Context: an optimization exercise on an open-source flow, tuned for small area and a short achievable clock period. The choices shown serve that exercise and are no tape-out recipe.
In this exercise RTL edits were held to simulation tests only and were not proved equivalent to the original.
No activity file was given, so power comes from the tool's default toggle rates.

run A:
==> flow/design.v (excerpt) <==
module alu_top (
    input   CLK,rst,
    input   [3 : 0] ALU_FUNC,
    input   [15 : 0] A,
    input   [15 : 0] B,
    output  [31 : 0] Arith_OUT, Logic_OUT, CMP_OUT,Shift_OUT,
    output  Carry_OUT, Arith_Flag, Logic_Flag, CMP_Flag, Shift_Flag
);
For scale: ~2400 cells after synthesis, ~170 I/O pins.
clock: 130.0 ns
lec_check: 0
abc_area: 0
cap_margin: 20
core_margin: 2
core_utilization: 40
cts_buf_list: sky130_fd_sc_hd__clkbuf_4 sky130_fd_sc_hd__clkbuf_8
slew_margin: 20
synth_hierarchical: 1
synth_minimum_keep_size: 0
standard.sh (not shown) runs the stock make flow with config.mk's settings and CLKGATE_MAP_FILE= SYNTH_SCRIPT=/design/flow/synth_recipe.tcl, a recipe that flattens the netlist after the stock synthesis.
==> flow/flow/run.sh <==
#!/bin/bash
# The standard layout with three changes:
# * synthesis maps the divider modules (Div_Unit, Div_Step_*) with flow/abc_div.script
#   and every other module with flow/abc_other.script (ORFS's area and speed ABC
#   scripts without their "buffer -c" step, whose buffers placement removes anyway;
#   the other modules are not resized either).
#   Everything else in synthesis is the standard synthesis (synth_recipe.tcl).
# * the port buffers are the smallest buffer cell (sky130_fd_sc_hd__buf_1).
# * tie cells are not split per load (SKIP_REPAIR_TIE_FANOUT), so the constant
#   outputs share their tie cells.
set -euo pipefail
HERE=$(pwd)
DIV="$HERE/flow/abc_div.script"
OTHER="$HERE/flow/abc_other.script"
# ORFS's synth.tcl with its one abc call split in two
sed "s|^  log_cmd abc {\*}\$abc_args\$|  log_cmd abc {*}[lreplace \$abc_args 1 1 $DIV] Div_Unit Div_Step_*\n  log_cmd abc {*}[lreplace \$abc_args 1 1 $OTHER]|" \
    "$FLOW_HOME/scripts/synth.tcl" > "$HERE/synth_mixed.tcl"
grep -q "abc_div.script\] Div_Unit" "$HERE/synth_mixed.tcl"
# The standard flow's synthesis script, sourcing that synth.tcl
sed "s|source \$::env(SCRIPTS_DIR)/synth.tcl|source $HERE/synth_mixed.tcl|" synth_recipe.tcl > "$HERE/mixed_synth.tcl"
grep -q "source $HERE/synth_mixed.tcl" "$HERE/mixed_synth.tcl"
# The standard layout command, with that synthesis script
sed "s|SYNTH_SCRIPT=[^ ]*|SYNTH_SCRIPT=$HERE/mixed_synth.tcl|" standard.sh > "$HERE/mixed_standard.sh"
grep -q "SYNTH_SCRIPT=$HERE/mixed_synth.tcl" "$HERE/mixed_standard.sh"
export BUFFER_PORTS_ARGS="-buffer_cell sky130_fd_sc_hd__buf_1"
export SKIP_REPAIR_TIE_FANOUT=1
bash "$HERE/mixed_standard.sh" > standard.log 2>&1
==> flow/flow/abc_div.script <==
strash
dch
map -B 0.9
topo
stime -c
upsize -c
dnsize -c
==> flow/flow/abc_other.script <==
&get -n
&st
&dch
&nf
&st
&syn2
&if -g -K 6
&synch2
&nf
&st
&syn2
&if -g -K 6
&synch2
&nf
&st
&syn2
&if -g -K 6
&synch2
&nf
&st
&syn2
&if -g -K 6
&synch2
&nf
&st
&syn2
&if -g -K 6
&synch2
&nf
&put
Every stage of the flow completed for run A, and the final layout passed the timing, design-rule and antenna checks.
[inputs] run B vs run A
Settings: GPL_ROUTABILITY_DRIVEN newly set to 0; CORE_UTILIZATION changed from 40 to 55.
-- flow/flow/run.sh --
<<< run A, line 2
# The standard layout with three changes:
>>> run B, line 2
# The standard layout with two changes:
<<< run A, line 5
#   scripts without their "buffer -c" step, whose buffers placement removes anyway;
#   the other modules are not resized either).
>>> run B, line 5
#   scripts without their "buffer -c" step, whose buffers placement removes anyway).
-- flow/flow/abc_other.script --
<<< run A, line 31
>>> run B, line 31
topo
stime -c
upsize -c
dnsize -c
Results
Run B has largest incremental delay on the critical path above what run A had.
Reported for run B and run A, number of buffers on the longest clock path turned out identical to the last digit.
Share of total power in combinational logic: run B > run A
Relative to run A, the wire length on met2 measured on run B has decreased by a few percent.
Logic depth of the worst setup path including buffers in run B is 9 higher than in run A
### run B -> run C
Settings: a deleted GPL_ROUTABILITY_DRIVEN that had been 0; an added CTS_CLUSTER_SIZE of 30; a change of CTS_BUF_LIST from sky130_fd_sc_hd__clkbuf_4 sky130_fd_sc_hd__clkbuf_8 to sky130_fd_sc_hd__clkbuf_8; a change of CORE_UTILIZATION from 55 to 40; an added CTS_CLUSTER_DIAMETER of 150.
-- flow/flow/run.sh --
<<< run B, line 2
# The standard layout with two changes:
>>> run C, line 2
# The standard layout with three changes:
<<< run B, line 5
#   scripts without their "buffer -c" step, whose buffers placement removes anyway).
>>> run C, line 5
#   scripts without their "buffer -c" step, whose buffers placement removes anyway;
#   the other modules are not resized either).
-- flow/flow/abc_other.script --
<<< run B, line 31
topo
stime -c
upsize -c
dnsize -c
>>> run C, line 31
Findings:
Every stage of the flow completed for run C, and the final layout passed the timing, design-rule and antenna checks. Run B leaves less setup margin than run C. Sum of routed wire segments on met1 shrinks by a few percent when moving from run B to run C. The power drawn by the clock network of run C exceeds that of run B by about 3%. Cell area after layout (run C vs. run B) increases slightly. Of run B and run C, run B shows the higher clock tree buffer count of the final layout, with run C below it. Diff run B..run C | total power of the final layout | negligible. Note that the cell count recorded for run B amounts to 0.941 times the value seen in run C. The ratio of final minimum period to clock period was comparable across run B and run C. Going from run B to run C, combinational power about even, worst reg-to-reg setup slack about even. Mean post-synth cell area | run C below run B.
Edits applied to the flow inputs when going from run C to run D:
Settings: CTS_CLUSTER_DIAMETER no longer set, was 150; CTS_BUF_LIST now sky130_fd_sc_hd__clkbuf_4 sky130_fd_sc_hd__clkbuf_8, was sky130_fd_sc_hd__clkbuf_8; CTS_CLUSTER_SIZE no longer set, was 30.
-- flow/flow/run.sh --
<<< run C, line 2
# The standard layout with three changes:
>>> run D, line 2
# The standard layout with two changes:
<<< run C, line 5
#   scripts without their "buffer -c" step, whose buffers placement removes anyway;
#   the other modules are not resized either).
>>> run D, line 5
#   scripts without their "buffer -c" step, whose buffers placement removes anyway).
<<< run C, line 9
# * tie cells are not split per load (SKIP_REPAIR_TIE_FANOUT), so the constant
#   outputs share their tie cells.
>>> run D, line 8
<<< run C, line 26
export SKIP_REPAIR_TIE_FANOUT=1
>>> run D, line 23
-- flow/flow/abc_other.script --
<<< run C, line 31
>>> run D, line 31
topo
stime -c
upsize -c
dnsize -c
[summary]
- Run D and run C ended up with nearly the same fmax.
- For the design area, run D came in 1.4% higher than run C did.
- Against run C, switching power total in run D came out worse.
- Post-synth design cell area up 0.35% in run D wrt run C
- Diff run C -> run D: post-route fraction of the period consumed by the critical path was more or less identical, routed wire length +about 1.6%.
diff inputs: run D => run E
-- flow/flow/run.sh --
<<< run D, line 8
>>> run E, line 8
# * tie cells are not split per load (SKIP_REPAIR_TIE_FANOUT), so the constant
#   outputs share their tie cells.
<<< run D, line 23
>>> run E, line 25
export SKIP_REPAIR_TIE_FANOUT=1
==> comparison <==
Run E vs. run D: hold path depth decreased 1; post-route total power held steady; maximum frequency now smaller; met2 wire length went up about 2.4%; sequential standard cell area barely changed.
Register-to-register slack: run E higher than run D
When run E is measured against run D, its detailed router's first-iteration violation count turns out 186 higher.
Where standby leakage power is concerned, run D is outperformed by run E.
Synthesis-to-finish area growth (run E over run D): decrease, 1.2 points
Number of global-route vias before repair went up slightly going from run D to run E.

## separate check: timing with driven ports
The results above use ideal ports. As a check the final layouts listed here were re-extracted and re-timed, cells and wires unchanged. Step 1, drivers: a clkbuf_16 drives CLK and a buf_2 each remaining input, both assumed. Step 2, shift: input delay + t, output delay - t, t = (earliest + latest rising clock arrival at the registers) / 2. This alone moves slack from input paths to output paths. a / b / c = no drivers / after step 1 / after step 2; a / b = the first two.
run	shift t [ns]	slack for setup (ns)	hold slack, ns	worst data-port slew with drivers (ns)	cell pins on the clock port's net
run A	0.426	87.796 / 87.811 / 87.385	0.503 / 0.503 / 0.503	0.03	1
run B	0.423	87.666 / 87.682 / 87.259	0.503 / 0.503 / 0.503	0.03	1
run C	0.426	87.796 / 87.811 / 87.385	0.503 / 0.503 / 0.503	0.03	1
run D	0.422	87.865 / 87.882 / 87.460	0.505 / 0.505 / 0.505	0.04	1
run E	0.418	87.711 / 87.729 / 87.311	0.497 / 0.497 / 0.497	0.04	1
After both steps setup and hold are still met in every run listed.
